Context: an optimization exercise on an open-source flow, tuned for small area, a short achievable clock period and few clock cycles per item. The choices shown serve that exercise and are no tape-out recipe. At most, simulation tests tie the RTL to the original design; equivalence was not proved. Function not checked in run 2: the RTL went through the layout flow alone. Power is estimated from default activity; no workload was simulated.

==> flow/design.v <==
`default_nettype none
module shift_add_multiplier_unit #(
    parameter OPERAND_WIDTH = 16
) (
    input logic i_clk,
    input logic i_reset,
    input logic i_operands_valid,
    input logic [OPERAND_WIDTH-1:0] i_operand_a,
    input logic [OPERAND_WIDTH-1:0] i_operand_b,
    output logic o_result_valid,
    output logic [OPERAND_WIDTH*2-1:0] o_result
);
    logic [$clog2(OPERAND_WIDTH):0] counter;
    logic [OPERAND_WIDTH*2-1:0] operand_a;
    logic [OPERAND_WIDTH-2:0] operand_b;
    logic [OPERAND_WIDTH*2-1:0] result;
    logic [OPERAND_WIDTH*2-2:0] accumulator;
    assign result = accumulator + ((operand_b[0]) ? operand_a : 0);
    always_ff @(posedge i_clk) begin
        if (i_reset) begin
            counter <= 0;
            operand_a <= 0;
            operand_b <= 0;
            accumulator <= 0;
        end else if ((counter == 0 || counter == OPERAND_WIDTH-1) && i_operands_valid) begin
            accumulator <= (i_operand_b[0]) ? i_operand_a : 0;
            operand_a <= { { (OPERAND_WIDTH-1){ 1'b0 } }, i_operand_a, 1'b0 };
            operand_b <= { 1'b0, i_operand_b[OPERAND_WIDTH-1:1] };
            counter <= 1;
        end else if (counter != 0) begin
            accumulator <= result;
            operand_a <= { operand_a[OPERAND_WIDTH*2-2:0], 1'b0};
            operand_b <= { 1'b0, operand_b[OPERAND_WIDTH-2:1] };
            counter <= (counter == OPERAND_WIDTH-1) ? 0 : counter + 1;
        end
    end
    assign o_result_valid = (counter == OPERAND_WIDTH-1);
    assign o_result = result;
endmodule
module shift_add_multiplier #(
    parameter OPERAND_WIDTH = 16
) (
    input logic i_clk,
    input logic i_reset,
    input logic i_operands_valid,
    input logic [OPERAND_WIDTH-1:0] i_operand_a,
    input logic [OPERAND_WIDTH-1:0] i_operand_b,
    output logic o_result_valid,
    output logic [OPERAND_WIDTH*2-1:0] o_result
);
    logic [$clog2(OPERAND_WIDTH):0] counter;
    logic [OPERAND_WIDTH-2:0] in_valid_vector;
    logic [OPERAND_WIDTH-2:0] out_valid_vector;
    logic [OPERAND_WIDTH*2-1:0] result_vector[OPERAND_WIDTH-2:0];
    logic result_valid;
    logic [OPERAND_WIDTH*2-1:0] result;
    always_ff @(posedge i_clk) begin
        if (i_reset) begin
            counter <= 0;
            result_valid <= 1'b0;
            result <= 0;
        end else begin
            counter <= (counter == OPERAND_WIDTH-2) ? 0 : counter + 1;
            result_valid <= |out_valid_vector;
            result <= result_vector[counter];
        end
    end
    always_comb begin
        for (int i = 0; i < OPERAND_WIDTH-1; i++) begin
            in_valid_vector[i] = i_operands_valid && counter == i;
        end
    end
    genvar k;
    generate
    for (k = 0; k < OPERAND_WIDTH - 1; k++) begin : g_units
        shift_add_multiplier_unit #(
            .OPERAND_WIDTH(OPERAND_WIDTH)
        ) unit (
            .i_clk(i_clk),
            .i_reset(i_reset),
            .i_operands_valid(in_valid_vector[k]),
            .i_operand_a(i_operand_a),
            .i_operand_b(i_operand_b),
            .o_result_valid(out_valid_vector[k]),
            .o_result(result_vector[k])
        );
    end
    endgenerate
    assign o_result_valid = result_valid;
    assign o_result = result;
endmodule
==> flow/run.sh <==
#!/bin/bash
# synth_recipe.tcl (not shown) runs the flow's synth.tcl, then flattens the netlist and writes it again
# the make line also repeats each setting of config.mk as NAME=value (left out here)
make -C /OpenROAD-flow-scripts/flow DESIGN_CONFIG=/design/flow/config.mk WORK_HOME=/design/flow/orfs CLKGATE_MAP_FILE= SYNTH_SCRIPT=/design/flow/synth_recipe.tcl finish
==> flow/config.mk <==
export PLATFORM = sky130hd
export DESIGN_NAME = shift_add_multiplier
export DESIGN_NICKNAME = shift_add_multiplier
export VERILOG_FILES = /design/flow/design.v
export SDC_FILE = /design/flow/constraint.sdc
export NUM_CORES = 4
export LEC_CHECK = 0
export CAP_MARGIN = 20
export CORE_MARGIN = 2
export CORE_UTILIZATION = 40
export SLEW_MARGIN = 20
==> flow/constraint.sdc <==
create_clock -name core_clock -period 5.5 [get_ports {i_clk}]
set_input_delay 1.1000 -clock core_clock [delete_from_list [all_inputs] [get_ports {i_clk}]]
set_output_delay 1.1000 -clock core_clock [all_outputs]
set_load 0.01 [all_outputs]
==> flow_summary.yaml, run 1 <==
timing:
  fmax_mhz: 185.3
  timing.final.crit_share_pct: 98.13
placed_design:
  gp_congestion: 1.118
  dp_cells: 12370
  place_ws_ps: 193.7
synth:
  synth_most_common_cell: "nand2_1"
  avgSynthCellArea_sq_um: 7.642
  synth_top_area_share_pct: 32.50
  synth_seq_cells: 1268
setup_path:
  crit_path_end: "result[20]"
  required_ps: 6180
  path_class: "reg -> reg"
route:
  drt-pass1-iter-count: 12
  highest_layer: "met5"
  final_antenna_net_count: 0
grt:
  gr-total-overflow: 0
  grt_max_degree: 167
clocking:
  cts_hold_buf: 0
  ctsResizeCount: 0
layout:
  final_cell_mix: "1614 x nand2_1, 1267 x dfxtp_1, 1096 x nor2_1"
  regArea_sq_um: 25390
  final_util_pct: 44.99
  finalInstanceArea_sq_um: 87460
  clkbuf_count: 217
power:
  vdd_drop_max_mv: 0.2664
die:
  dieArea_sq_um: 198800
  core_area_sq_um: 194400
  io_pins: 68
worst_hold_path:
  hold_path.class: "reg -> reg"
status:
  status: "timing/DRC/antenna clean"
Testbench counts, summed over its fixed seeds: cycles 40,064, items 40,000.
==> run 2: changes to the inputs <==
==> flow/design.v (replaced) <==
`default_nettype none
module shift_add_multiplier #(
    parameter OPERAND_WIDTH = 16
) (
    input logic i_clk,
    input logic i_reset,
    input logic i_operands_valid,
    input logic [OPERAND_WIDTH-1:0] i_operand_a,
    input logic [OPERAND_WIDTH-1:0] i_operand_b,
    output logic o_result_valid,
    output logic [OPERAND_WIDTH*2-1:0] o_result
);
  logic [16:0] bx;
  assign bx = {i_operand_b, 1'b0};
  logic [7:0] neg_d, one_d, two_d;
  always_comb begin
    for (int i = 0; i < 8; i++) begin
      neg_d[i] = bx[2*i+2];
      one_d[i] = bx[2*i+1] ^ bx[2*i];
      two_d[i] = (bx[2*i+2] & ~bx[2*i+1] & ~bx[2*i]) | (~bx[2*i+2] & bx[2*i+1] & bx[2*i]);
    end
  end
  logic [15:0] a_q;
  logic [7:0] neg_q, one_q, two_q;
  logic b15_q;
  logic v0_q, v1_q, v2_q;
  logic [62:0] m_d, m_q;
  logic [31:0] p_d, p_q;
  always_ff @(posedge i_clk) begin
    a_q <= i_operand_a;
    neg_q <= neg_d;
    one_q <= one_d;
    two_q <= two_d;
    b15_q <= i_operand_b[15];
    m_q <= m_d;
    p_q <= p_d;
  end
  always_ff @(posedge i_clk) begin
    if (i_reset) begin
      v0_q <= 1'b0;
      v1_q <= 1'b0;
      v2_q <= 1'b0;
    end else begin
      v0_q <= i_operands_valid;
      v1_q <= v0_q;
      v2_q <= v1_q;
    end
  end
  logic pp0_0_1;
  logic pp0_1_2;
  logic pp0_2_3;
  logic pp0_3_4;
  logic pp0_4_5;
  logic pp0_5_6;
  logic pp0_6_7;
  logic pp0_7_8;
  logic pp0_8_9;
  logic pp0_9_10;
  logic pp0_10_11;
  logic pp0_11_12;
  logic pp0_12_13;
  logic pp0_13_14;
  logic pp0_14_15;
  logic pp0_15_16;
  logic pp0_16_17;
  logic ns0_18;
  logic pp1_0_19;
  logic pp1_1_20;
  logic pp1_2_21;
  logic pp1_3_22;
  logic pp1_4_23;
  logic pp1_5_24;
  logic pp1_6_25;
  logic pp1_7_26;
  logic pp1_8_27;
  logic pp1_9_28;
  logic pp1_10_29;
  logic pp1_11_30;
  logic pp1_12_31;
  logic pp1_13_32;
  logic pp1_14_33;
  logic pp1_15_34;
  logic pp1_16_35;
  logic ns1_36;
  logic pp2_0_37;
  logic pp2_1_38;
  logic pp2_2_39;
  logic pp2_3_40;
  logic pp2_4_41;
  logic pp2_5_42;
  logic pp2_6_43;
  logic pp2_7_44;
  logic pp2_8_45;
  logic pp2_9_46;
  logic pp2_10_47;
  logic pp2_11_48;
  logic pp2_12_49;
  logic pp2_13_50;
  logic pp2_14_51;
  logic pp2_15_52;
  logic pp2_16_53;
  logic ns2_54;
  logic pp3_0_55;
  logic pp3_1_56;
  logic pp3_2_57;
  logic pp3_3_58;
  logic pp3_4_59;
  logic pp3_5_60;
  logic pp3_6_61;
  logic pp3_7_62;
  logic pp3_8_63;
  logic pp3_9_64;
  logic pp3_10_65;
  logic pp3_11_66;
  logic pp3_12_67;
  logic pp3_13_68;
  logic pp3_14_69;
  logic pp3_15_70;
  logic pp3_16_71;
  logic ns3_72;
  logic pp4_0_73;
  logic pp4_1_74;
  logic pp4_2_75;
  logic pp4_3_76;
  logic pp4_4_77;
  logic pp4_5_78;
  logic pp4_6_79;
  logic pp4_7_80;
  logic pp4_8_81;
  logic pp4_9_82;
  logic pp4_10_83;
  logic pp4_11_84;
  logic pp4_12_85;
  logic pp4_13_86;
  logic pp4_14_87;
  logic pp4_15_88;
  logic pp4_16_89;
  logic ns4_90;
  logic pp5_0_91;
  logic pp5_1_92;
  logic pp5_2_93;
  logic pp5_3_94;
  logic pp5_4_95;
  logic pp5_5_96;
  logic pp5_6_97;
  logic pp5_7_98;
  logic pp5_8_99;
  logic pp5_9_100;
  logic pp5_10_101;
  logic pp5_11_102;
  logic pp5_12_103;
  logic pp5_13_104;
  logic pp5_14_105;
  logic pp5_15_106;
  logic pp5_16_107;
  logic ns5_108;
  logic pp6_0_109;
  logic pp6_1_110;
  logic pp6_2_111;
  logic pp6_3_112;
  logic pp6_4_113;
  logic pp6_5_114;
  logic pp6_6_115;
  logic pp6_7_116;
  logic pp6_8_117;
  logic pp6_9_118;
  logic pp6_10_119;
  logic pp6_11_120;
  logic pp6_12_121;
  logic pp6_13_122;
  logic pp6_14_123;
  logic pp6_15_124;
  logic pp6_16_125;
  logic ns6_126;
  logic pp7_0_127;
  logic pp7_1_128;
  logic pp7_2_129;
  logic pp7_3_130;
  logic pp7_4_131;
  logic pp7_5_132;
  logic pp7_6_133;
  logic pp7_7_134;
  logic pp7_8_135;
  logic pp7_9_136;
  logic pp7_10_137;
  logic pp7_11_138;
  logic pp7_12_139;
  logic pp7_13_140;
  logic pp7_14_141;
  logic pp7_15_142;
  logic pp7_16_143;
  logic ns7_144;
  logic pp8_0_145;
  logic pp8_1_146;
  logic pp8_2_147;
  logic pp8_3_148;
  logic pp8_4_149;
  logic pp8_5_150;
  logic pp8_6_151;
  logic pp8_7_152;
  logic pp8_8_153;
  logic pp8_9_154;
  logic pp8_10_155;
  logic pp8_11_156;
  logic pp8_12_157;
  logic pp8_13_158;
  logic pp8_14_159;
  logic pp8_15_160;
  logic s10_161;
  logic c10_162;
  logic s11_163;
  logic c11_164;
  logic s12_165;
  logic c12_166;
  logic s12_167;
  logic c12_168;
  logic s13_169;
  logic c13_170;
  logic s13_171;
  logic c13_172;
  logic s14_173;
  logic c14_174;
  logic s14_175;
  logic c14_176;
  logic s14_177;
  logic c14_178;
  logic s15_179;
  logic c15_180;
  logic s15_181;
  logic c15_182;
  logic s15_183;
  logic c15_184;
  logic s16_185;
  logic c16_186;
  logic s16_187;
  logic c16_188;
  logic s16_189;
  logic c16_190;
  logic s17_191;
  logic c17_192;
  logic s17_193;
  logic c17_194;
  logic s17_195;
  logic c17_196;
  logic s18_197;
  logic c18_198;
  logic s18_199;
  logic c18_200;
  logic s18_201;
  logic c18_202;
  logic s19_203;
  logic c19_204;
  logic s19_205;
  logic c19_206;
  logic s19_207;
  logic c19_208;
  logic s20_209;
  logic c20_210;
  logic s20_211;
  logic c20_212;
  logic s20_213;
  logic c20_214;
  logic s21_215;
  logic c21_216;
  logic s21_217;
  logic c21_218;
  logic s22_219;
  logic c22_220;
  logic s22_221;
  logic c22_222;
  logic s23_223;
  logic c23_224;
  logic s24_225;
  logic c24_226;
  logic s6_227;
  logic c6_228;
  logic s7_229;
  logic c7_230;
  logic s8_231;
  logic c8_232;
  logic s8_233;
  logic c8_234;
  logic s9_235;
  logic c9_236;
  logic s9_237;
  logic c9_238;
  logic s10_239;
  logic c10_240;
  logic s10_241;
  logic c10_242;
  logic s11_243;
  logic c11_244;
  logic s11_245;
  logic c11_246;
  logic s12_247;
  logic c12_248;
  logic s12_249;
  logic c12_250;
  logic s13_251;
  logic c13_252;
  logic s13_253;
  logic c13_254;
  logic s14_255;
  logic c14_256;
  logic s14_257;
  logic c14_258;
  logic s15_259;
  logic c15_260;
  logic s15_261;
  logic c15_262;
  logic s16_263;
  logic c16_264;
  logic s16_265;
  logic c16_266;
  logic s17_267;
  logic c17_268;
  logic s17_269;
  logic c17_270;
  logic s18_271;
  logic c18_272;
  logic s18_273;
  logic c18_274;
  logic s19_275;
  logic c19_276;
  logic s19_277;
  logic c19_278;
  logic s20_279;
  logic c20_280;
  logic s20_281;
  logic c20_282;
  logic s21_283;
  logic c21_284;
  logic s21_285;
  logic c21_286;
  logic s22_287;
  logic c22_288;
  logic s22_289;
  logic c22_290;
  logic s23_291;
  logic c23_292;
  logic s23_293;
  logic c23_294;
  logic s24_295;
  logic c24_296;
  logic s24_297;
  logic c24_298;
  logic s25_299;
  logic c25_300;
  logic s25_301;
  logic c25_302;
  logic s26_303;
  logic c26_304;
  logic s26_305;
  logic c26_306;
  logic s27_307;
  logic c27_308;
  logic s28_309;
  logic c28_310;
  logic s4_311;
  logic c4_312;
  logic s5_313;
  logic c5_314;
  logic s6_315;
  logic c6_316;
  logic s7_317;
  logic c7_318;
  logic s8_319;
  logic c8_320;
  logic s9_321;
  logic c9_322;
  logic s10_323;
  logic c10_324;
  logic s11_325;
  logic c11_326;
  logic s12_327;
  logic c12_328;
  logic s13_329;
  logic c13_330;
  logic s14_331;
  logic c14_332;
  logic s15_333;
  logic c15_334;
  logic s16_335;
  logic c16_336;
  logic s17_337;
  logic c17_338;
  logic s18_339;
  logic c18_340;
  logic s19_341;
  logic c19_342;
  logic s20_343;
  logic c20_344;
  logic s21_345;
  logic c21_346;
  logic s22_347;
  logic c22_348;
  logic s23_349;
  logic c23_350;
  logic s24_351;
  logic c24_352;
  logic s25_353;
  logic c25_354;
  logic s26_355;
  logic c26_356;
  logic s27_357;
  logic c27_358;
  logic s28_359;
  logic c28_360;
  logic s29_361;
  logic c29_362;
  logic s30_363;
  logic c30_364;
  logic s2_365;
  logic c2_366;
  logic s3_367;
  logic c3_368;
  logic s4_369;
  logic c4_370;
  logic s5_371;
  logic c5_372;
  logic s6_373;
  logic c6_374;
  logic s7_375;
  logic c7_376;
  logic s8_377;
  logic c8_378;
  logic s9_379;
  logic c9_380;
  logic s10_381;
  logic c10_382;
  logic s11_383;
  logic c11_384;
  logic s12_385;
  logic c12_386;
  logic s13_387;
  logic c13_388;
  logic s14_389;
  logic c14_390;
  logic s15_391;
  logic c15_392;
  logic s16_393;
  logic c16_394;
  logic s17_395;
  logic c17_396;
  logic s18_397;
  logic c18_398;
  logic s19_399;
  logic c19_400;
  logic s20_401;
  logic c20_402;
  logic s21_403;
  logic c21_404;
  logic s22_405;
  logic c22_406;
  logic s23_407;
  logic c23_408;
  logic s24_409;
  logic c24_410;
  logic s25_411;
  logic c25_412;
  logic s26_413;
  logic c26_414;
  logic s27_415;
  logic c27_416;
  logic s28_417;
  logic c28_418;
  logic s29_419;
  logic c29_420;
  logic s30_421;
  logic c30_422;
  logic s31_423;
  logic c31_424;
  assign pp0_0_1 = ((one_q[0] & a_q[0])) ^ neg_q[0];
  assign pp0_1_2 = ((one_q[0] & a_q[1]) | (two_q[0] & a_q[0])) ^ neg_q[0];
  assign pp0_2_3 = ((one_q[0] & a_q[2]) | (two_q[0] & a_q[1])) ^ neg_q[0];
  assign pp0_3_4 = ((one_q[0] & a_q[3]) | (two_q[0] & a_q[2])) ^ neg_q[0];
  assign pp0_4_5 = ((one_q[0] & a_q[4]) | (two_q[0] & a_q[3])) ^ neg_q[0];
  assign pp0_5_6 = ((one_q[0] & a_q[5]) | (two_q[0] & a_q[4])) ^ neg_q[0];
  assign pp0_6_7 = ((one_q[0] & a_q[6]) | (two_q[0] & a_q[5])) ^ neg_q[0];
  assign pp0_7_8 = ((one_q[0] & a_q[7]) | (two_q[0] & a_q[6])) ^ neg_q[0];
  assign pp0_8_9 = ((one_q[0] & a_q[8]) | (two_q[0] & a_q[7])) ^ neg_q[0];
  assign pp0_9_10 = ((one_q[0] & a_q[9]) | (two_q[0] & a_q[8])) ^ neg_q[0];
  assign pp0_10_11 = ((one_q[0] & a_q[10]) | (two_q[0] & a_q[9])) ^ neg_q[0];
  assign pp0_11_12 = ((one_q[0] & a_q[11]) | (two_q[0] & a_q[10])) ^ neg_q[0];
  assign pp0_12_13 = ((one_q[0] & a_q[12]) | (two_q[0] & a_q[11])) ^ neg_q[0];
  assign pp0_13_14 = ((one_q[0] & a_q[13]) | (two_q[0] & a_q[12])) ^ neg_q[0];
  assign pp0_14_15 = ((one_q[0] & a_q[14]) | (two_q[0] & a_q[13])) ^ neg_q[0];
  assign pp0_15_16 = ((one_q[0] & a_q[15]) | (two_q[0] & a_q[14])) ^ neg_q[0];
  assign pp0_16_17 = ((two_q[0] & a_q[15])) ^ neg_q[0];
  assign ns0_18 = ~neg_q[0];
  assign pp1_0_19 = ((one_q[1] & a_q[0])) ^ neg_q[1];
  assign pp1_1_20 = ((one_q[1] & a_q[1]) | (two_q[1] & a_q[0])) ^ neg_q[1];
  assign pp1_2_21 = ((one_q[1] & a_q[2]) | (two_q[1] & a_q[1])) ^ neg_q[1];
  assign pp1_3_22 = ((one_q[1] & a_q[3]) | (two_q[1] & a_q[2])) ^ neg_q[1];
  assign pp1_4_23 = ((one_q[1] & a_q[4]) | (two_q[1] & a_q[3])) ^ neg_q[1];
  assign pp1_5_24 = ((one_q[1] & a_q[5]) | (two_q[1] & a_q[4])) ^ neg_q[1];
  assign pp1_6_25 = ((one_q[1] & a_q[6]) | (two_q[1] & a_q[5])) ^ neg_q[1];
  assign pp1_7_26 = ((one_q[1] & a_q[7]) | (two_q[1] & a_q[6])) ^ neg_q[1];
  assign pp1_8_27 = ((one_q[1] & a_q[8]) | (two_q[1] & a_q[7])) ^ neg_q[1];
  assign pp1_9_28 = ((one_q[1] & a_q[9]) | (two_q[1] & a_q[8])) ^ neg_q[1];
  assign pp1_10_29 = ((one_q[1] & a_q[10]) | (two_q[1] & a_q[9])) ^ neg_q[1];
  assign pp1_11_30 = ((one_q[1] & a_q[11]) | (two_q[1] & a_q[10])) ^ neg_q[1];
  assign pp1_12_31 = ((one_q[1] & a_q[12]) | (two_q[1] & a_q[11])) ^ neg_q[1];
  assign pp1_13_32 = ((one_q[1] & a_q[13]) | (two_q[1] & a_q[12])) ^ neg_q[1];
  assign pp1_14_33 = ((one_q[1] & a_q[14]) | (two_q[1] & a_q[13])) ^ neg_q[1];
  assign pp1_15_34 = ((one_q[1] & a_q[15]) | (two_q[1] & a_q[14])) ^ neg_q[1];
  assign pp1_16_35 = ((two_q[1] & a_q[15])) ^ neg_q[1];
  assign ns1_36 = ~neg_q[1];
  assign pp2_0_37 = ((one_q[2] & a_q[0])) ^ neg_q[2];
  assign pp2_1_38 = ((one_q[2] & a_q[1]) | (two_q[2] & a_q[0])) ^ neg_q[2];
  assign pp2_2_39 = ((one_q[2] & a_q[2]) | (two_q[2] & a_q[1])) ^ neg_q[2];
  assign pp2_3_40 = ((one_q[2] & a_q[3]) | (two_q[2] & a_q[2])) ^ neg_q[2];
  assign pp2_4_41 = ((one_q[2] & a_q[4]) | (two_q[2] & a_q[3])) ^ neg_q[2];
  assign pp2_5_42 = ((one_q[2] & a_q[5]) | (two_q[2] & a_q[4])) ^ neg_q[2];
  assign pp2_6_43 = ((one_q[2] & a_q[6]) | (two_q[2] & a_q[5])) ^ neg_q[2];
  assign pp2_7_44 = ((one_q[2] & a_q[7]) | (two_q[2] & a_q[6])) ^ neg_q[2];
  assign pp2_8_45 = ((one_q[2] & a_q[8]) | (two_q[2] & a_q[7])) ^ neg_q[2];
  assign pp2_9_46 = ((one_q[2] & a_q[9]) | (two_q[2] & a_q[8])) ^ neg_q[2];
  assign pp2_10_47 = ((one_q[2] & a_q[10]) | (two_q[2] & a_q[9])) ^ neg_q[2];
  assign pp2_11_48 = ((one_q[2] & a_q[11]) | (two_q[2] & a_q[10])) ^ neg_q[2];
  assign pp2_12_49 = ((one_q[2] & a_q[12]) | (two_q[2] & a_q[11])) ^ neg_q[2];
  assign pp2_13_50 = ((one_q[2] & a_q[13]) | (two_q[2] & a_q[12])) ^ neg_q[2];
  assign pp2_14_51 = ((one_q[2] & a_q[14]) | (two_q[2] & a_q[13])) ^ neg_q[2];
  assign pp2_15_52 = ((one_q[2] & a_q[15]) | (two_q[2] & a_q[14])) ^ neg_q[2];
  assign pp2_16_53 = ((two_q[2] & a_q[15])) ^ neg_q[2];
  assign ns2_54 = ~neg_q[2];
  assign pp3_0_55 = ((one_q[3] & a_q[0])) ^ neg_q[3];
  assign pp3_1_56 = ((one_q[3] & a_q[1]) | (two_q[3] & a_q[0])) ^ neg_q[3];
  assign pp3_2_57 = ((one_q[3] & a_q[2]) | (two_q[3] & a_q[1])) ^ neg_q[3];
  assign pp3_3_58 = ((one_q[3] & a_q[3]) | (two_q[3] & a_q[2])) ^ neg_q[3];
  assign pp3_4_59 = ((one_q[3] & a_q[4]) | (two_q[3] & a_q[3])) ^ neg_q[3];
  assign pp3_5_60 = ((one_q[3] & a_q[5]) | (two_q[3] & a_q[4])) ^ neg_q[3];
  assign pp3_6_61 = ((one_q[3] & a_q[6]) | (two_q[3] & a_q[5])) ^ neg_q[3];
  assign pp3_7_62 = ((one_q[3] & a_q[7]) | (two_q[3] & a_q[6])) ^ neg_q[3];
  assign pp3_8_63 = ((one_q[3] & a_q[8]) | (two_q[3] & a_q[7])) ^ neg_q[3];
  assign pp3_9_64 = ((one_q[3] & a_q[9]) | (two_q[3] & a_q[8])) ^ neg_q[3];
  assign pp3_10_65 = ((one_q[3] & a_q[10]) | (two_q[3] & a_q[9])) ^ neg_q[3];
  assign pp3_11_66 = ((one_q[3] & a_q[11]) | (two_q[3] & a_q[10])) ^ neg_q[3];
  assign pp3_12_67 = ((one_q[3] & a_q[12]) | (two_q[3] & a_q[11])) ^ neg_q[3];
  assign pp3_13_68 = ((one_q[3] & a_q[13]) | (two_q[3] & a_q[12])) ^ neg_q[3];
  assign pp3_14_69 = ((one_q[3] & a_q[14]) | (two_q[3] & a_q[13])) ^ neg_q[3];
  assign pp3_15_70 = ((one_q[3] & a_q[15]) | (two_q[3] & a_q[14])) ^ neg_q[3];
  assign pp3_16_71 = ((two_q[3] & a_q[15])) ^ neg_q[3];
  assign ns3_72 = ~neg_q[3];
  assign pp4_0_73 = ((one_q[4] & a_q[0])) ^ neg_q[4];
  assign pp4_1_74 = ((one_q[4] & a_q[1]) | (two_q[4] & a_q[0])) ^ neg_q[4];
  assign pp4_2_75 = ((one_q[4] & a_q[2]) | (two_q[4] & a_q[1])) ^ neg_q[4];
  assign pp4_3_76 = ((one_q[4] & a_q[3]) | (two_q[4] & a_q[2])) ^ neg_q[4];
  assign pp4_4_77 = ((one_q[4] & a_q[4]) | (two_q[4] & a_q[3])) ^ neg_q[4];
  assign pp4_5_78 = ((one_q[4] & a_q[5]) | (two_q[4] & a_q[4])) ^ neg_q[4];
  assign pp4_6_79 = ((one_q[4] & a_q[6]) | (two_q[4] & a_q[5])) ^ neg_q[4];
  assign pp4_7_80 = ((one_q[4] & a_q[7]) | (two_q[4] & a_q[6])) ^ neg_q[4];
  assign pp4_8_81 = ((one_q[4] & a_q[8]) | (two_q[4] & a_q[7])) ^ neg_q[4];
  assign pp4_9_82 = ((one_q[4] & a_q[9]) | (two_q[4] & a_q[8])) ^ neg_q[4];
  assign pp4_10_83 = ((one_q[4] & a_q[10]) | (two_q[4] & a_q[9])) ^ neg_q[4];
  assign pp4_11_84 = ((one_q[4] & a_q[11]) | (two_q[4] & a_q[10])) ^ neg_q[4];
  assign pp4_12_85 = ((one_q[4] & a_q[12]) | (two_q[4] & a_q[11])) ^ neg_q[4];
  assign pp4_13_86 = ((one_q[4] & a_q[13]) | (two_q[4] & a_q[12])) ^ neg_q[4];
  assign pp4_14_87 = ((one_q[4] & a_q[14]) | (two_q[4] & a_q[13])) ^ neg_q[4];
  assign pp4_15_88 = ((one_q[4] & a_q[15]) | (two_q[4] & a_q[14])) ^ neg_q[4];
  assign pp4_16_89 = ((two_q[4] & a_q[15])) ^ neg_q[4];
  assign ns4_90 = ~neg_q[4];
  assign pp5_0_91 = ((one_q[5] & a_q[0])) ^ neg_q[5];
  assign pp5_1_92 = ((one_q[5] & a_q[1]) | (two_q[5] & a_q[0])) ^ neg_q[5];
  assign pp5_2_93 = ((one_q[5] & a_q[2]) | (two_q[5] & a_q[1])) ^ neg_q[5];
  assign pp5_3_94 = ((one_q[5] & a_q[3]) | (two_q[5] & a_q[2])) ^ neg_q[5];
  assign pp5_4_95 = ((one_q[5] & a_q[4]) | (two_q[5] & a_q[3])) ^ neg_q[5];
  assign pp5_5_96 = ((one_q[5] & a_q[5]) | (two_q[5] & a_q[4])) ^ neg_q[5];
  assign pp5_6_97 = ((one_q[5] & a_q[6]) | (two_q[5] & a_q[5])) ^ neg_q[5];
  assign pp5_7_98 = ((one_q[5] & a_q[7]) | (two_q[5] & a_q[6])) ^ neg_q[5];
  assign pp5_8_99 = ((one_q[5] & a_q[8]) | (two_q[5] & a_q[7])) ^ neg_q[5];
  assign pp5_9_100 = ((one_q[5] & a_q[9]) | (two_q[5] & a_q[8])) ^ neg_q[5];
  assign pp5_10_101 = ((one_q[5] & a_q[10]) | (two_q[5] & a_q[9])) ^ neg_q[5];
  assign pp5_11_102 = ((one_q[5] & a_q[11]) | (two_q[5] & a_q[10])) ^ neg_q[5];
  assign pp5_12_103 = ((one_q[5] & a_q[12]) | (two_q[5] & a_q[11])) ^ neg_q[5];
  assign pp5_13_104 = ((one_q[5] & a_q[13]) | (two_q[5] & a_q[12])) ^ neg_q[5];
  assign pp5_14_105 = ((one_q[5] & a_q[14]) | (two_q[5] & a_q[13])) ^ neg_q[5];
  assign pp5_15_106 = ((one_q[5] & a_q[15]) | (two_q[5] & a_q[14])) ^ neg_q[5];
  assign pp5_16_107 = ((two_q[5] & a_q[15])) ^ neg_q[5];
  assign ns5_108 = ~neg_q[5];
  assign pp6_0_109 = ((one_q[6] & a_q[0])) ^ neg_q[6];
  assign pp6_1_110 = ((one_q[6] & a_q[1]) | (two_q[6] & a_q[0])) ^ neg_q[6];
  assign pp6_2_111 = ((one_q[6] & a_q[2]) | (two_q[6] & a_q[1])) ^ neg_q[6];
  assign pp6_3_112 = ((one_q[6] & a_q[3]) | (two_q[6] & a_q[2])) ^ neg_q[6];
  assign pp6_4_113 = ((one_q[6] & a_q[4]) | (two_q[6] & a_q[3])) ^ neg_q[6];
  assign pp6_5_114 = ((one_q[6] & a_q[5]) | (two_q[6] & a_q[4])) ^ neg_q[6];
  assign pp6_6_115 = ((one_q[6] & a_q[6]) | (two_q[6] & a_q[5])) ^ neg_q[6];
  assign pp6_7_116 = ((one_q[6] & a_q[7]) | (two_q[6] & a_q[6])) ^ neg_q[6];
  assign pp6_8_117 = ((one_q[6] & a_q[8]) | (two_q[6] & a_q[7])) ^ neg_q[6];
  assign pp6_9_118 = ((one_q[6] & a_q[9]) | (two_q[6] & a_q[8])) ^ neg_q[6];
  assign pp6_10_119 = ((one_q[6] & a_q[10]) | (two_q[6] & a_q[9])) ^ neg_q[6];
  assign pp6_11_120 = ((one_q[6] & a_q[11]) | (two_q[6] & a_q[10])) ^ neg_q[6];
  assign pp6_12_121 = ((one_q[6] & a_q[12]) | (two_q[6] & a_q[11])) ^ neg_q[6];
  assign pp6_13_122 = ((one_q[6] & a_q[13]) | (two_q[6] & a_q[12])) ^ neg_q[6];
  assign pp6_14_123 = ((one_q[6] & a_q[14]) | (two_q[6] & a_q[13])) ^ neg_q[6];
  assign pp6_15_124 = ((one_q[6] & a_q[15]) | (two_q[6] & a_q[14])) ^ neg_q[6];
  assign pp6_16_125 = ((two_q[6] & a_q[15])) ^ neg_q[6];
  assign ns6_126 = ~neg_q[6];
  assign pp7_0_127 = ((one_q[7] & a_q[0])) ^ neg_q[7];
  assign pp7_1_128 = ((one_q[7] & a_q[1]) | (two_q[7] & a_q[0])) ^ neg_q[7];
  assign pp7_2_129 = ((one_q[7] & a_q[2]) | (two_q[7] & a_q[1])) ^ neg_q[7];
  assign pp7_3_130 = ((one_q[7] & a_q[3]) | (two_q[7] & a_q[2])) ^ neg_q[7];
  assign pp7_4_131 = ((one_q[7] & a_q[4]) | (two_q[7] & a_q[3])) ^ neg_q[7];
  assign pp7_5_132 = ((one_q[7] & a_q[5]) | (two_q[7] & a_q[4])) ^ neg_q[7];
  assign pp7_6_133 = ((one_q[7] & a_q[6]) | (two_q[7] & a_q[5])) ^ neg_q[7];
  assign pp7_7_134 = ((one_q[7] & a_q[7]) | (two_q[7] & a_q[6])) ^ neg_q[7];
  assign pp7_8_135 = ((one_q[7] & a_q[8]) | (two_q[7] & a_q[7])) ^ neg_q[7];
  assign pp7_9_136 = ((one_q[7] & a_q[9]) | (two_q[7] & a_q[8])) ^ neg_q[7];
  assign pp7_10_137 = ((one_q[7] & a_q[10]) | (two_q[7] & a_q[9])) ^ neg_q[7];
  assign pp7_11_138 = ((one_q[7] & a_q[11]) | (two_q[7] & a_q[10])) ^ neg_q[7];
  assign pp7_12_139 = ((one_q[7] & a_q[12]) | (two_q[7] & a_q[11])) ^ neg_q[7];
  assign pp7_13_140 = ((one_q[7] & a_q[13]) | (two_q[7] & a_q[12])) ^ neg_q[7];
  assign pp7_14_141 = ((one_q[7] & a_q[14]) | (two_q[7] & a_q[13])) ^ neg_q[7];
  assign pp7_15_142 = ((one_q[7] & a_q[15]) | (two_q[7] & a_q[14])) ^ neg_q[7];
  assign pp7_16_143 = ((two_q[7] & a_q[15])) ^ neg_q[7];
  assign ns7_144 = ~neg_q[7];
  assign pp8_0_145 = a_q[0] & b15_q;
  assign pp8_1_146 = a_q[1] & b15_q;
  assign pp8_2_147 = a_q[2] & b15_q;
  assign pp8_3_148 = a_q[3] & b15_q;
  assign pp8_4_149 = a_q[4] & b15_q;
  assign pp8_5_150 = a_q[5] & b15_q;
  assign pp8_6_151 = a_q[6] & b15_q;
  assign pp8_7_152 = a_q[7] & b15_q;
  assign pp8_8_153 = a_q[8] & b15_q;
  assign pp8_9_154 = a_q[9] & b15_q;
  assign pp8_10_155 = a_q[10] & b15_q;
  assign pp8_11_156 = a_q[11] & b15_q;
  assign pp8_12_157 = a_q[12] & b15_q;
  assign pp8_13_158 = a_q[13] & b15_q;
  assign pp8_14_159 = a_q[14] & b15_q;
  assign pp8_15_160 = a_q[15] & b15_q;
  assign s10_161 = pp0_10_11 ^ pp1_8_27;
  assign c10_162 = pp0_10_11 & pp1_8_27;
  assign s11_163 = pp0_11_12 ^ pp1_9_28;
  assign c11_164 = pp0_11_12 & pp1_9_28;
  assign s12_165 = pp0_12_13 ^ pp1_10_29 ^ pp2_8_45;
  assign c12_166 = (pp0_12_13 & pp1_10_29) | (pp0_12_13 & pp2_8_45) | (pp1_10_29 & pp2_8_45);
  assign s12_167 = pp3_6_61 ^ pp4_4_77;
  assign c12_168 = pp3_6_61 & pp4_4_77;
  assign s13_169 = pp0_13_14 ^ pp1_11_30 ^ pp2_9_46;
  assign c13_170 = (pp0_13_14 & pp1_11_30) | (pp0_13_14 & pp2_9_46) | (pp1_11_30 & pp2_9_46);
  assign s13_171 = pp3_7_62 ^ pp4_5_78;
  assign c13_172 = pp3_7_62 & pp4_5_78;
  assign s14_173 = pp0_14_15 ^ pp1_12_31 ^ pp2_10_47;
  assign c14_174 = (pp0_14_15 & pp1_12_31) | (pp0_14_15 & pp2_10_47) | (pp1_12_31 & pp2_10_47);
  assign s14_175 = pp3_8_63 ^ pp4_6_79 ^ pp5_4_95;
  assign c14_176 = (pp3_8_63 & pp4_6_79) | (pp3_8_63 & pp5_4_95) | (pp4_6_79 & pp5_4_95);
  assign s14_177 = pp6_2_111 ^ pp7_0_127;
  assign c14_178 = pp6_2_111 & pp7_0_127;
  assign s15_179 = pp0_15_16 ^ pp1_13_32 ^ pp2_11_48;
  assign c15_180 = (pp0_15_16 & pp1_13_32) | (pp0_15_16 & pp2_11_48) | (pp1_13_32 & pp2_11_48);
  assign s15_181 = pp3_9_64 ^ pp4_7_80 ^ pp5_5_96;
  assign c15_182 = (pp3_9_64 & pp4_7_80) | (pp3_9_64 & pp5_5_96) | (pp4_7_80 & pp5_5_96);
  assign s15_183 = pp6_3_112 ^ pp7_1_128;
  assign c15_184 = pp6_3_112 & pp7_1_128;
  assign s16_185 = pp0_16_17 ^ pp1_14_33 ^ pp2_12_49;
  assign c16_186 = (pp0_16_17 & pp1_14_33) | (pp0_16_17 & pp2_12_49) | (pp1_14_33 & pp2_12_49);
  assign s16_187 = pp3_10_65 ^ pp4_8_81 ^ pp5_6_97;
  assign c16_188 = (pp3_10_65 & pp4_8_81) | (pp3_10_65 & pp5_6_97) | (pp4_8_81 & pp5_6_97);
  assign s16_189 = pp6_4_113 ^ pp7_2_129 ^ pp8_0_145;
  assign c16_190 = (pp6_4_113 & pp7_2_129) | (pp6_4_113 & pp8_0_145) | (pp7_2_129 & pp8_0_145);
  assign s17_191 = neg_q[0] ^ pp1_15_34 ^ pp2_13_50;
  assign c17_192 = (neg_q[0] & pp1_15_34) | (neg_q[0] & pp2_13_50) | (pp1_15_34 & pp2_13_50);
  assign s17_193 = pp3_11_66 ^ pp4_9_82 ^ pp5_7_98;
  assign c17_194 = (pp3_11_66 & pp4_9_82) | (pp3_11_66 & pp5_7_98) | (pp4_9_82 & pp5_7_98);
  assign s17_195 = pp6_5_114 ^ pp7_3_130 ^ pp8_1_146;
  assign c17_196 = (pp6_5_114 & pp7_3_130) | (pp6_5_114 & pp8_1_146) | (pp7_3_130 & pp8_1_146);
  assign s18_197 = neg_q[0] ^ pp1_16_35 ^ pp2_14_51;
  assign c18_198 = (neg_q[0] & pp1_16_35) | (neg_q[0] & pp2_14_51) | (pp1_16_35 & pp2_14_51);
  assign s18_199 = pp3_12_67 ^ pp4_10_83 ^ pp5_8_99;
  assign c18_200 = (pp3_12_67 & pp4_10_83) | (pp3_12_67 & pp5_8_99) | (pp4_10_83 & pp5_8_99);
  assign s18_201 = pp6_6_115 ^ pp7_4_131 ^ pp8_2_147;
  assign c18_202 = (pp6_6_115 & pp7_4_131) | (pp6_6_115 & pp8_2_147) | (pp7_4_131 & pp8_2_147);
  assign s19_203 = ns0_18 ^ ns1_36 ^ pp2_15_52;
  assign c19_204 = (ns0_18 & ns1_36) | (ns0_18 & pp2_15_52) | (ns1_36 & pp2_15_52);
  assign s19_205 = pp3_13_68 ^ pp4_11_84 ^ pp5_9_100;
  assign c19_206 = (pp3_13_68 & pp4_11_84) | (pp3_13_68 & pp5_9_100) | (pp4_11_84 & pp5_9_100);
  assign s19_207 = pp6_7_116 ^ pp7_5_132 ^ pp8_3_148;
  assign c19_208 = (pp6_7_116 & pp7_5_132) | (pp6_7_116 & pp8_3_148) | (pp7_5_132 & pp8_3_148);
  assign s20_209 = 1'b1 ^ pp2_16_53 ^ pp3_14_69;
  assign c20_210 = (1'b1 & pp2_16_53) | (1'b1 & pp3_14_69) | (pp2_16_53 & pp3_14_69);
  assign s20_211 = pp4_12_85 ^ pp5_10_101 ^ pp6_8_117;
  assign c20_212 = (pp4_12_85 & pp5_10_101) | (pp4_12_85 & pp6_8_117) | (pp5_10_101 & pp6_8_117);
  assign s20_213 = pp7_6_133 ^ pp8_4_149;
  assign c20_214 = pp7_6_133 & pp8_4_149;
  assign s21_215 = ns2_54 ^ pp3_15_70 ^ pp4_13_86;
  assign c21_216 = (ns2_54 & pp3_15_70) | (ns2_54 & pp4_13_86) | (pp3_15_70 & pp4_13_86);
  assign s21_217 = pp5_11_102 ^ pp6_9_118 ^ pp7_7_134;
  assign c21_218 = (pp5_11_102 & pp6_9_118) | (pp5_11_102 & pp7_7_134) | (pp6_9_118 & pp7_7_134);
  assign s22_219 = 1'b1 ^ pp3_16_71 ^ pp4_14_87;
  assign c22_220 = (1'b1 & pp3_16_71) | (1'b1 & pp4_14_87) | (pp3_16_71 & pp4_14_87);
  assign s22_221 = pp5_12_103 ^ pp6_10_119;
  assign c22_222 = pp5_12_103 & pp6_10_119;
  assign s23_223 = ns3_72 ^ pp4_15_88 ^ pp5_13_104;
  assign c23_224 = (ns3_72 & pp4_15_88) | (ns3_72 & pp5_13_104) | (pp4_15_88 & pp5_13_104);
  assign s24_225 = 1'b1 ^ pp4_16_89;
  assign c24_226 = 1'b1 & pp4_16_89;
  assign s6_227 = pp0_6_7 ^ pp1_4_23;
  assign c6_228 = pp0_6_7 & pp1_4_23;
  assign s7_229 = pp0_7_8 ^ pp1_5_24;
  assign c7_230 = pp0_7_8 & pp1_5_24;
  assign s8_231 = pp0_8_9 ^ pp1_6_25 ^ pp2_4_41;
  assign c8_232 = (pp0_8_9 & pp1_6_25) | (pp0_8_9 & pp2_4_41) | (pp1_6_25 & pp2_4_41);
  assign s8_233 = pp3_2_57 ^ pp4_0_73;
  assign c8_234 = pp3_2_57 & pp4_0_73;
  assign s9_235 = pp0_9_10 ^ pp1_7_26 ^ pp2_5_42;
  assign c9_236 = (pp0_9_10 & pp1_7_26) | (pp0_9_10 & pp2_5_42) | (pp1_7_26 & pp2_5_42);
  assign s9_237 = pp3_3_58 ^ pp4_1_74;
  assign c9_238 = pp3_3_58 & pp4_1_74;
  assign s10_239 = s10_161 ^ pp2_6_43 ^ pp3_4_59;
  assign c10_240 = (s10_161 & pp2_6_43) | (s10_161 & pp3_4_59) | (pp2_6_43 & pp3_4_59);
  assign s10_241 = pp4_2_75 ^ pp5_0_91 ^ neg_q[5];
  assign c10_242 = (pp4_2_75 & pp5_0_91) | (pp4_2_75 & neg_q[5]) | (pp5_0_91 & neg_q[5]);
  assign s11_243 = s11_163 ^ pp2_7_44 ^ pp3_5_60;
  assign c11_244 = (s11_163 & pp2_7_44) | (s11_163 & pp3_5_60) | (pp2_7_44 & pp3_5_60);
  assign s11_245 = pp4_3_76 ^ pp5_1_92 ^ c10_162;
  assign c11_246 = (pp4_3_76 & pp5_1_92) | (pp4_3_76 & c10_162) | (pp5_1_92 & c10_162);
  assign s12_247 = s12_165 ^ s12_167 ^ pp5_2_93;
  assign c12_248 = (s12_165 & s12_167) | (s12_165 & pp5_2_93) | (s12_167 & pp5_2_93);
  assign s12_249 = pp6_0_109 ^ neg_q[6] ^ c11_164;
  assign c12_250 = (pp6_0_109 & neg_q[6]) | (pp6_0_109 & c11_164) | (neg_q[6] & c11_164);
  assign s13_251 = s13_169 ^ s13_171 ^ pp5_3_94;
  assign c13_252 = (s13_169 & s13_171) | (s13_169 & pp5_3_94) | (s13_171 & pp5_3_94);
  assign s13_253 = pp6_1_110 ^ c12_166 ^ c12_168;
  assign c13_254 = (pp6_1_110 & c12_166) | (pp6_1_110 & c12_168) | (c12_166 & c12_168);
  assign s14_255 = s14_173 ^ s14_175 ^ s14_177;
  assign c14_256 = (s14_173 & s14_175) | (s14_173 & s14_177) | (s14_175 & s14_177);
  assign s14_257 = neg_q[7] ^ c13_170 ^ c13_172;
  assign c14_258 = (neg_q[7] & c13_170) | (neg_q[7] & c13_172) | (c13_170 & c13_172);
  assign s15_259 = s15_179 ^ s15_181 ^ s15_183;
  assign c15_260 = (s15_179 & s15_181) | (s15_179 & s15_183) | (s15_181 & s15_183);
  assign s15_261 = c14_174 ^ c14_176 ^ c14_178;
  assign c15_262 = (c14_174 & c14_176) | (c14_174 & c14_178) | (c14_176 & c14_178);
  assign s16_263 = s16_185 ^ s16_187 ^ s16_189;
  assign c16_264 = (s16_185 & s16_187) | (s16_185 & s16_189) | (s16_187 & s16_189);
  assign s16_265 = c15_180 ^ c15_182 ^ c15_184;
  assign c16_266 = (c15_180 & c15_182) | (c15_180 & c15_184) | (c15_182 & c15_184);
  assign s17_267 = s17_191 ^ s17_193 ^ s17_195;
  assign c17_268 = (s17_191 & s17_193) | (s17_191 & s17_195) | (s17_193 & s17_195);
  assign s17_269 = c16_186 ^ c16_188 ^ c16_190;
  assign c17_270 = (c16_186 & c16_188) | (c16_186 & c16_190) | (c16_188 & c16_190);
  assign s18_271 = s18_197 ^ s18_199 ^ s18_201;
  assign c18_272 = (s18_197 & s18_199) | (s18_197 & s18_201) | (s18_199 & s18_201);
  assign s18_273 = c17_192 ^ c17_194 ^ c17_196;
  assign c18_274 = (c17_192 & c17_194) | (c17_192 & c17_196) | (c17_194 & c17_196);
  assign s19_275 = s19_203 ^ s19_205 ^ s19_207;
  assign c19_276 = (s19_203 & s19_205) | (s19_203 & s19_207) | (s19_205 & s19_207);
  assign s19_277 = c18_198 ^ c18_200 ^ c18_202;
  assign c19_278 = (c18_198 & c18_200) | (c18_198 & c18_202) | (c18_200 & c18_202);
  assign s20_279 = s20_209 ^ s20_211 ^ s20_213;
  assign c20_280 = (s20_209 & s20_211) | (s20_209 & s20_213) | (s20_211 & s20_213);
  assign s20_281 = c19_204 ^ c19_206 ^ c19_208;
  assign c20_282 = (c19_204 & c19_206) | (c19_204 & c19_208) | (c19_206 & c19_208);
  assign s21_283 = s21_215 ^ s21_217 ^ pp8_5_150;
  assign c21_284 = (s21_215 & s21_217) | (s21_215 & pp8_5_150) | (s21_217 & pp8_5_150);
  assign s21_285 = c20_210 ^ c20_212 ^ c20_214;
  assign c21_286 = (c20_210 & c20_212) | (c20_210 & c20_214) | (c20_212 & c20_214);
  assign s22_287 = s22_219 ^ s22_221 ^ pp7_8_135;
  assign c22_288 = (s22_219 & s22_221) | (s22_219 & pp7_8_135) | (s22_221 & pp7_8_135);
  assign s22_289 = pp8_6_151 ^ c21_216 ^ c21_218;
  assign c22_290 = (pp8_6_151 & c21_216) | (pp8_6_151 & c21_218) | (c21_216 & c21_218);
  assign s23_291 = s23_223 ^ pp6_11_120 ^ pp7_9_136;
  assign c23_292 = (s23_223 & pp6_11_120) | (s23_223 & pp7_9_136) | (pp6_11_120 & pp7_9_136);
  assign s23_293 = pp8_7_152 ^ c22_220 ^ c22_222;
  assign c23_294 = (pp8_7_152 & c22_220) | (pp8_7_152 & c22_222) | (c22_220 & c22_222);
  assign s24_295 = s24_225 ^ pp5_14_105 ^ pp6_12_121;
  assign c24_296 = (s24_225 & pp5_14_105) | (s24_225 & pp6_12_121) | (pp5_14_105 & pp6_12_121);
  assign s24_297 = pp7_10_137 ^ pp8_8_153 ^ c23_224;
  assign c24_298 = (pp7_10_137 & pp8_8_153) | (pp7_10_137 & c23_224) | (pp8_8_153 & c23_224);
  assign s25_299 = ns4_90 ^ pp5_15_106 ^ pp6_13_122;
  assign c25_300 = (ns4_90 & pp5_15_106) | (ns4_90 & pp6_13_122) | (pp5_15_106 & pp6_13_122);
  assign s25_301 = pp7_11_138 ^ pp8_9_154 ^ c24_226;
  assign c25_302 = (pp7_11_138 & pp8_9_154) | (pp7_11_138 & c24_226) | (pp8_9_154 & c24_226);
  assign s26_303 = 1'b1 ^ pp5_16_107 ^ pp6_14_123;
  assign c26_304 = (1'b1 & pp5_16_107) | (1'b1 & pp6_14_123) | (pp5_16_107 & pp6_14_123);
  assign s26_305 = pp7_12_139 ^ pp8_10_155;
  assign c26_306 = pp7_12_139 & pp8_10_155;
  assign s27_307 = ns5_108 ^ pp6_15_124 ^ pp7_13_140;
  assign c27_308 = (ns5_108 & pp6_15_124) | (ns5_108 & pp7_13_140) | (pp6_15_124 & pp7_13_140);
  assign s28_309 = 1'b1 ^ pp6_16_125;
  assign c28_310 = 1'b1 & pp6_16_125;
  assign s4_311 = pp0_4_5 ^ pp1_2_21;
  assign c4_312 = pp0_4_5 & pp1_2_21;
  assign s5_313 = pp0_5_6 ^ pp1_3_22;
  assign c5_314 = pp0_5_6 & pp1_3_22;
  assign s6_315 = s6_227 ^ pp2_2_39 ^ pp3_0_55;
  assign c6_316 = (s6_227 & pp2_2_39) | (s6_227 & pp3_0_55) | (pp2_2_39 & pp3_0_55);
  assign s7_317 = s7_229 ^ pp2_3_40 ^ pp3_1_56;
  assign c7_318 = (s7_229 & pp2_3_40) | (s7_229 & pp3_1_56) | (pp2_3_40 & pp3_1_56);
  assign s8_319 = s8_231 ^ s8_233 ^ neg_q[4];
  assign c8_320 = (s8_231 & s8_233) | (s8_231 & neg_q[4]) | (s8_233 & neg_q[4]);
  assign s9_321 = s9_235 ^ s9_237 ^ c8_232;
  assign c9_322 = (s9_235 & s9_237) | (s9_235 & c8_232) | (s9_237 & c8_232);
  assign s10_323 = s10_239 ^ s10_241 ^ c9_236;
  assign c10_324 = (s10_239 & s10_241) | (s10_239 & c9_236) | (s10_241 & c9_236);
  assign s11_325 = s11_243 ^ s11_245 ^ c10_240;
  assign c11_326 = (s11_243 & s11_245) | (s11_243 & c10_240) | (s11_245 & c10_240);
  assign s12_327 = s12_247 ^ s12_249 ^ c11_244;
  assign c12_328 = (s12_247 & s12_249) | (s12_247 & c11_244) | (s12_249 & c11_244);
  assign s13_329 = s13_251 ^ s13_253 ^ c12_248;
  assign c13_330 = (s13_251 & s13_253) | (s13_251 & c12_248) | (s13_253 & c12_248);
  assign s14_331 = s14_255 ^ s14_257 ^ c13_252;
  assign c14_332 = (s14_255 & s14_257) | (s14_255 & c13_252) | (s14_257 & c13_252);
  assign s15_333 = s15_259 ^ s15_261 ^ c14_256;
  assign c15_334 = (s15_259 & s15_261) | (s15_259 & c14_256) | (s15_261 & c14_256);
  assign s16_335 = s16_263 ^ s16_265 ^ c15_260;
  assign c16_336 = (s16_263 & s16_265) | (s16_263 & c15_260) | (s16_265 & c15_260);
  assign s17_337 = s17_267 ^ s17_269 ^ c16_264;
  assign c17_338 = (s17_267 & s17_269) | (s17_267 & c16_264) | (s17_269 & c16_264);
  assign s18_339 = s18_271 ^ s18_273 ^ c17_268;
  assign c18_340 = (s18_271 & s18_273) | (s18_271 & c17_268) | (s18_273 & c17_268);
  assign s19_341 = s19_275 ^ s19_277 ^ c18_272;
  assign c19_342 = (s19_275 & s19_277) | (s19_275 & c18_272) | (s19_277 & c18_272);
  assign s20_343 = s20_279 ^ s20_281 ^ c19_276;
  assign c20_344 = (s20_279 & s20_281) | (s20_279 & c19_276) | (s20_281 & c19_276);
  assign s21_345 = s21_283 ^ s21_285 ^ c20_280;
  assign c21_346 = (s21_283 & s21_285) | (s21_283 & c20_280) | (s21_285 & c20_280);
  assign s22_347 = s22_287 ^ s22_289 ^ c21_284;
  assign c22_348 = (s22_287 & s22_289) | (s22_287 & c21_284) | (s22_289 & c21_284);
  assign s23_349 = s23_291 ^ s23_293 ^ c22_288;
  assign c23_350 = (s23_291 & s23_293) | (s23_291 & c22_288) | (s23_293 & c22_288);
  assign s24_351 = s24_295 ^ s24_297 ^ c23_292;
  assign c24_352 = (s24_295 & s24_297) | (s24_295 & c23_292) | (s24_297 & c23_292);
  assign s25_353 = s25_299 ^ s25_301 ^ c24_296;
  assign c25_354 = (s25_299 & s25_301) | (s25_299 & c24_296) | (s25_301 & c24_296);
  assign s26_355 = s26_303 ^ s26_305 ^ c25_300;
  assign c26_356 = (s26_303 & s26_305) | (s26_303 & c25_300) | (s26_305 & c25_300);
  assign s27_357 = s27_307 ^ pp8_11_156 ^ c26_304;
  assign c27_358 = (s27_307 & pp8_11_156) | (s27_307 & c26_304) | (pp8_11_156 & c26_304);
  assign s28_359 = s28_309 ^ pp7_14_141 ^ pp8_12_157;
  assign c28_360 = (s28_309 & pp7_14_141) | (s28_309 & pp8_12_157) | (pp7_14_141 & pp8_12_157);
  assign s29_361 = ns6_126 ^ pp7_15_142 ^ pp8_13_158;
  assign c29_362 = (ns6_126 & pp7_15_142) | (ns6_126 & pp8_13_158) | (pp7_15_142 & pp8_13_158);
  assign s30_363 = 1'b1 ^ pp7_16_143;
  assign c30_364 = 1'b1 & pp7_16_143;
  assign s2_365 = pp0_2_3 ^ pp1_0_19;
  assign c2_366 = pp0_2_3 & pp1_0_19;
  assign s3_367 = pp0_3_4 ^ pp1_1_20;
  assign c3_368 = pp0_3_4 & pp1_1_20;
  assign s4_369 = s4_311 ^ pp2_0_37 ^ neg_q[2];
  assign c4_370 = (s4_311 & pp2_0_37) | (s4_311 & neg_q[2]) | (pp2_0_37 & neg_q[2]);
  assign s5_371 = s5_313 ^ pp2_1_38 ^ c4_312;
  assign c5_372 = (s5_313 & pp2_1_38) | (s5_313 & c4_312) | (pp2_1_38 & c4_312);
  assign s6_373 = s6_315 ^ neg_q[3] ^ c5_314;
  assign c6_374 = (s6_315 & neg_q[3]) | (s6_315 & c5_314) | (neg_q[3] & c5_314);
  assign s7_375 = s7_317 ^ c6_228 ^ c6_316;
  assign c7_376 = (s7_317 & c6_228) | (s7_317 & c6_316) | (c6_228 & c6_316);
  assign s8_377 = s8_319 ^ c7_230 ^ c7_318;
  assign c8_378 = (s8_319 & c7_230) | (s8_319 & c7_318) | (c7_230 & c7_318);
  assign s9_379 = s9_321 ^ c8_234 ^ c8_320;
  assign c9_380 = (s9_321 & c8_234) | (s9_321 & c8_320) | (c8_234 & c8_320);
  assign s10_381 = s10_323 ^ c9_238 ^ c9_322;
  assign c10_382 = (s10_323 & c9_238) | (s10_323 & c9_322) | (c9_238 & c9_322);
  assign s11_383 = s11_325 ^ c10_242 ^ c10_324;
  assign c11_384 = (s11_325 & c10_242) | (s11_325 & c10_324) | (c10_242 & c10_324);
  assign s12_385 = s12_327 ^ c11_246 ^ c11_326;
  assign c12_386 = (s12_327 & c11_246) | (s12_327 & c11_326) | (c11_246 & c11_326);
  assign s13_387 = s13_329 ^ c12_250 ^ c12_328;
  assign c13_388 = (s13_329 & c12_250) | (s13_329 & c12_328) | (c12_250 & c12_328);
  assign s14_389 = s14_331 ^ c13_254 ^ c13_330;
  assign c14_390 = (s14_331 & c13_254) | (s14_331 & c13_330) | (c13_254 & c13_330);
  assign s15_391 = s15_333 ^ c14_258 ^ c14_332;
  assign c15_392 = (s15_333 & c14_258) | (s15_333 & c14_332) | (c14_258 & c14_332);
  assign s16_393 = s16_335 ^ c15_262 ^ c15_334;
  assign c16_394 = (s16_335 & c15_262) | (s16_335 & c15_334) | (c15_262 & c15_334);
  assign s17_395 = s17_337 ^ c16_266 ^ c16_336;
  assign c17_396 = (s17_337 & c16_266) | (s17_337 & c16_336) | (c16_266 & c16_336);
  assign s18_397 = s18_339 ^ c17_270 ^ c17_338;
  assign c18_398 = (s18_339 & c17_270) | (s18_339 & c17_338) | (c17_270 & c17_338);
  assign s19_399 = s19_341 ^ c18_274 ^ c18_340;
  assign c19_400 = (s19_341 & c18_274) | (s19_341 & c18_340) | (c18_274 & c18_340);
  assign s20_401 = s20_343 ^ c19_278 ^ c19_342;
  assign c20_402 = (s20_343 & c19_278) | (s20_343 & c19_342) | (c19_278 & c19_342);
  assign s21_403 = s21_345 ^ c20_282 ^ c20_344;
  assign c21_404 = (s21_345 & c20_282) | (s21_345 & c20_344) | (c20_282 & c20_344);
  assign s22_405 = s22_347 ^ c21_286 ^ c21_346;
  assign c22_406 = (s22_347 & c21_286) | (s22_347 & c21_346) | (c21_286 & c21_346);
  assign s23_407 = s23_349 ^ c22_290 ^ c22_348;
  assign c23_408 = (s23_349 & c22_290) | (s23_349 & c22_348) | (c22_290 & c22_348);
  assign s24_409 = s24_351 ^ c23_294 ^ c23_350;
  assign c24_410 = (s24_351 & c23_294) | (s24_351 & c23_350) | (c23_294 & c23_350);
  assign s25_411 = s25_353 ^ c24_298 ^ c24_352;
  assign c25_412 = (s25_353 & c24_298) | (s25_353 & c24_352) | (c24_298 & c24_352);
  assign s26_413 = s26_355 ^ c25_302 ^ c25_354;
  assign c26_414 = (s26_355 & c25_302) | (s26_355 & c25_354) | (c25_302 & c25_354);
  assign s27_415 = s27_357 ^ c26_306 ^ c26_356;
  assign c27_416 = (s27_357 & c26_306) | (s27_357 & c26_356) | (c26_306 & c26_356);
  assign s28_417 = s28_359 ^ c27_308 ^ c27_358;
  assign c28_418 = (s28_359 & c27_308) | (s28_359 & c27_358) | (c27_308 & c27_358);
  assign s29_419 = s29_361 ^ c28_310 ^ c28_360;
  assign c29_420 = (s29_361 & c28_310) | (s29_361 & c28_360) | (c28_310 & c28_360);
  assign s30_421 = s30_363 ^ pp8_14_159 ^ c29_362;
  assign c30_422 = (s30_363 & pp8_14_159) | (s30_363 & c29_362) | (pp8_14_159 & c29_362);
  assign s31_423 = ns7_144 ^ pp8_15_160 ^ c30_364;
  assign c31_424 = (ns7_144 & pp8_15_160) | (ns7_144 & c30_364) | (pp8_15_160 & c30_364);
  assign m_d[0] = pp0_0_1;
  assign m_d[1] = neg_q[0];
  assign m_d[2] = pp0_1_2;
  assign m_d[3] = s2_365;
  assign m_d[4] = neg_q[1];
  assign m_d[5] = s3_367;
  assign m_d[6] = c2_366;
  assign m_d[7] = s4_369;
  assign m_d[8] = c3_368;
  assign m_d[9] = s5_371;
  assign m_d[10] = c4_370;
  assign m_d[11] = s6_373;
  assign m_d[12] = c5_372;
  assign m_d[13] = s7_375;
  assign m_d[14] = c6_374;
  assign m_d[15] = s8_377;
  assign m_d[16] = c7_376;
  assign m_d[17] = s9_379;
  assign m_d[18] = c8_378;
  assign m_d[19] = s10_381;
  assign m_d[20] = c9_380;
  assign m_d[21] = s11_383;
  assign m_d[22] = c10_382;
  assign m_d[23] = s12_385;
  assign m_d[24] = c11_384;
  assign m_d[25] = s13_387;
  assign m_d[26] = c12_386;
  assign m_d[27] = s14_389;
  assign m_d[28] = c13_388;
  assign m_d[29] = s15_391;
  assign m_d[30] = c14_390;
  assign m_d[31] = s16_393;
  assign m_d[32] = c15_392;
  assign m_d[33] = s17_395;
  assign m_d[34] = c16_394;
  assign m_d[35] = s18_397;
  assign m_d[36] = c17_396;
  assign m_d[37] = s19_399;
  assign m_d[38] = c18_398;
  assign m_d[39] = s20_401;
  assign m_d[40] = c19_400;
  assign m_d[41] = s21_403;
  assign m_d[42] = c20_402;
  assign m_d[43] = s22_405;
  assign m_d[44] = c21_404;
  assign m_d[45] = s23_407;
  assign m_d[46] = c22_406;
  assign m_d[47] = s24_409;
  assign m_d[48] = c23_408;
  assign m_d[49] = s25_411;
  assign m_d[50] = c24_410;
  assign m_d[51] = s26_413;
  assign m_d[52] = c25_412;
  assign m_d[53] = s27_415;
  assign m_d[54] = c26_414;
  assign m_d[55] = s28_417;
  assign m_d[56] = c27_416;
  assign m_d[57] = s29_419;
  assign m_d[58] = c28_418;
  assign m_d[59] = s30_421;
  assign m_d[60] = c29_420;
  assign m_d[61] = s31_423;
  assign m_d[62] = c30_422;
  logic [31:0] rx, ry;
  assign rx[0] = m_q[0];
  assign ry[0] = m_q[1];
  assign rx[1] = m_q[2];
  assign ry[1] = 1'b0;
  assign rx[2] = m_q[3];
  assign ry[2] = m_q[4];
  assign rx[3] = m_q[5];
  assign ry[3] = m_q[6];
  assign rx[4] = m_q[7];
  assign ry[4] = m_q[8];
  assign rx[5] = m_q[9];
  assign ry[5] = m_q[10];
  assign rx[6] = m_q[11];
  assign ry[6] = m_q[12];
  assign rx[7] = m_q[13];
  assign ry[7] = m_q[14];
  assign rx[8] = m_q[15];
  assign ry[8] = m_q[16];
  assign rx[9] = m_q[17];
  assign ry[9] = m_q[18];
  assign rx[10] = m_q[19];
  assign ry[10] = m_q[20];
  assign rx[11] = m_q[21];
  assign ry[11] = m_q[22];
  assign rx[12] = m_q[23];
  assign ry[12] = m_q[24];
  assign rx[13] = m_q[25];
  assign ry[13] = m_q[26];
  assign rx[14] = m_q[27];
  assign ry[14] = m_q[28];
  assign rx[15] = m_q[29];
  assign ry[15] = m_q[30];
  assign rx[16] = m_q[31];
  assign ry[16] = m_q[32];
  assign rx[17] = m_q[33];
  assign ry[17] = m_q[34];
  assign rx[18] = m_q[35];
  assign ry[18] = m_q[36];
  assign rx[19] = m_q[37];
  assign ry[19] = m_q[38];
  assign rx[20] = m_q[39];
  assign ry[20] = m_q[40];
  assign rx[21] = m_q[41];
  assign ry[21] = m_q[42];
  assign rx[22] = m_q[43];
  assign ry[22] = m_q[44];
  assign rx[23] = m_q[45];
  assign ry[23] = m_q[46];
  assign rx[24] = m_q[47];
  assign ry[24] = m_q[48];
  assign rx[25] = m_q[49];
  assign ry[25] = m_q[50];
  assign rx[26] = m_q[51];
  assign ry[26] = m_q[52];
  assign rx[27] = m_q[53];
  assign ry[27] = m_q[54];
  assign rx[28] = m_q[55];
  assign ry[28] = m_q[56];
  assign rx[29] = m_q[57];
  assign ry[29] = m_q[58];
  assign rx[30] = m_q[59];
  assign ry[30] = m_q[60];
  assign rx[31] = m_q[61];
  assign ry[31] = m_q[62];
  assign p_d = rx + ry;
  assign o_result = p_q;
  assign o_result_valid = v2_q;
endmodule
--- a/flow/config.mk
+++ b/flow/config.mk
@@ -6,6 +6,9 @@
 export NUM_CORES = 4
 export LEC_CHECK = 0
+export ABC_CLOCK_PERIOD_IN_PS = 2400
 export CAP_MARGIN = 20
 export CORE_MARGIN = 2
-export CORE_UTILIZATION = 40
+export CORE_UTILIZATION = 60
+export PLACE_DENSITY = 0.7
+export SETUP_SLACK_MARGIN = 3.1
 export SLEW_MARGIN = 20
==> flow_summary.yaml, run 2 <==
die:
  core_area_sq_um: 16470
  start_util_pct: 60.85
  die_w_um: 133.2
  dieArea_sq_um: 17750
  die_h_um: 133.2
  rows: 47
  io_pins: 68
route:
  drt-pass1-iter-count: 5
  viasPerCell: 5.781
  routed_wirelength_mm: 26.03
  final_antenna_net_count: 0
  drc: 0
  vias: 7735
  wl_per_cell_um: 19.46
  drt_iter0_drc: 790
layout:
  largest_reg_flops: 63
  nNetsFinal: 1296
  antenna_cells: 0
  fin_cells: 1338
  area_growth_syn_to_layout_pct: 26.50
  registers.top_by_ff_count: "m_q"
  largestRegisters: "m_q: 63 flops, p_q: 32 flops, a_q: 16 flops"
  final_util_pct: 76.98
  final_common_cell: "xnor2_1"
  final_cell_mix: "121 x xnor2_1, 100 x dfxtp_1, 93 x inv_1"
  drive_gt1_share_pct: 25.94
setup_path:
  path_class: "reg -> reg"
  critical_path_buf_inv_count: 2
  path_max_fanout: 6
  reg2regPathDepth: 8
  crit_top_cell: "fa_2"
  reg2reg_slack_ps: 2440
  max_stage_delay_ps: 570
  critPathTopFamily: "adder cells"
  crit_slowest_cell: "fa_2"
  worst_r2r_endpoint: "m_q[37]"
  cp-start-kind: "flip-flop"
  required_ps: 5860
  timing.rr.start: "a_q[8]"
  worstSetupEndpointType: "flip-flop"
  path_cells: "buf_6 > a22oi_2 > xor2_2 > fa_2 > inv_2 > fa_2 > fa_1 > fa_2"
  arrival_ps: 3430
timing:
  slew_viol_final: 0
  setup_violations: 0
  skew_ps: 6.913
  rsz0062_at_grt: "yes"
  min_period_ps: 3061
  fmax_mhz: 326.7
  setup_tns_ps: 0
  timing.final.crit_share_pct: 55.66
  hold_viol_final: 0
  max_slew_margin_pct: 65.02
  tightest_slew_ps: 511.5
synth:
  synth_warnings: 1
  avgSynthCellArea_sq_um: 9.775
  synth_top_area_share_pct: 27.57
  syn-instance-count: 1025
  synth.cell_area_sq_um: 10020
  synth_edf_count: 0
  synth_seq_cells: 138
  synthTopCellsByCount: "138 x dfxtp_1, 128 x xnor2_1, 120 x a22oi_1"
  synth_most_common_cell: "dfxtp_1"
  synthArstFlopShare_pct: 0
  yosysSeqAreaShare_pct: 27.57
  dominantRegCellSynth: "dfxtp_1"
  synth_fp_nets: 1216
  synth_area_leaders: "dfxtp_1 28%, fa_1 21%, xnor2_1 11%"
  ys_types: 54
  yosysTopAreaCell: "dfxtp_1"
clocking:
  cts_hold_buf: 0
  cts_made_buffers: 17
  clock_latency_ps: 420
  clk_pin_slew_ps: 60
  root_buffer: "clkbuf_16"
  h-tree-depth: 4
  clk_path_buf_depth: 2
  clock_sinks: 138
  tritoncts: "built"
power:
  powerDensity_nw_per_um2: 547.9
  p_leak_nw: 5.144
  vdd_drop_max_mv: 0.2851
grt:
  grt_pass1_vias: 7468
  antenna_found_initial: 0
  grt_pass1_wl_mm: 40.39
  grt_use_met1_pct: 41.82
  met3_usage_pct: 8.295
  grt_util_all_layers_pct: 29.30
  met2_usage_pct: 44.27
  grt_max_degree: 25
  gr-total-overflow: 0
  grt-busiest-layer: "met2"
worst_hold_path:
  hold_start: "v1_q"
  hold_end: "v2_q"
  hold_path.class: "reg -> reg"
  hold_depth: 1
placed_design:
  gp_congestion: 0.9001
  portBuffers: 67
  dp_cells: 1224
  dp_hpwl_mm: 16.83
job:
  cap_violations: 0
status:
  status: "timing/DRC/antenna clean"
==> run 2: how the worst max path moves through the flow <==
stage / from / end / cells past startpoint
after CTS: a_q[12] / m_q[45] / 9
after detailed placement: neg_q[0] / m_q[23] / 9
final: a_q[8] / m_q[37] / 8
after global routing: a_q[9] / m_q[25] / 10
after floorplan: two_q[2] / m_q[25] / 11
after global placement: neg_q[0] / m_q[25] / 9
==> run 2: what timing repair did <==
action                     4_1_cts  5_1_grt
setup endpoints to repair       60       59
buffers inserted                59       23
resized for setup              117       65
pin swaps                        8       35
==> run 2: area by class of cell <==
type	instances	area, sq um
Sequential cell	138	2903
Tap cell	220	275.3
Multi-Input combinational cell	689	7109
Fill cell	1132	3791
Inverter	107	406.6
Clock buffer	19	432.9
Clock inverter	13	120.1
Timing Repair Buffer	152	1428
==> run 2: kinds of logic after synthesis <==
| group | Yosys count | share of synthesized area, % |
|---|---|---|
| AO/OA/AOI/OAI | 231 | 16.08 |
| buffers and inverters | 198 | 7.430 |
| XOR/XNOR | 172 | 15.04 |
| adder cells (fa/ha/maj) | 156 | 27.35 |
| flip-flops | 138 | 27.57 |
| AND/OR/NAND/NOR | 127 | 6.219 |
| multiplexers | 3 | 0.3122 |
==> run 2: per-stage QoR <==
| stage | setup slack [ps] | total power, mW | hold WS (ps) | area, sq um |
|---|---|---|---|---|
| 3_5_place_dp | 1903 | 5.549 | 431.0 | 10910 |
| 2_1_floorplan | 2473 | 4.492 | 329.0 | 10880 |
| 6_report | 2439 | 6.944 | 440.8 | 12670 |
| 3_3_place_gp | 1969 | 5.428 | 418.0 | 10910 |
| 4_1_cts | 2499 | 6.758 | 446.0 | 12230 |
| 5_1_grt | 2385 | 7.557 | 458.7 | 12670 |
==> run 2: layer usage <==
layer / wire length, um / vias up
li1: - / 3574
met1: 11360 / 3720
met2: 11700 / 389
met3: 2396 / 52
met4: 570 / 0
met5: 0 / -
==> run 2: power breakdown <==
part	internal [mW]	leakage (nW)	switching [mW]
sequential	1.42	1.18	0.178
clock	0.625	0.269	0.447
combinational	1.95	3.70	2.32
total	4.00	5.14	2.94
==> run 2: worst reg2reg max path: cells and delay by family (launching register included) <==
| kind | cells | cell delay [ps] |
|---|---|---|
| AO/OA/AOI/OAI | 1 | 220 |
| XOR/XNOR | 1 | 140 |
| adder cells (fa/ha/maj) | 4 | 2080 |
| buffers and inverters | 2 | 190 |
| flip-flops | 1 | 370 |
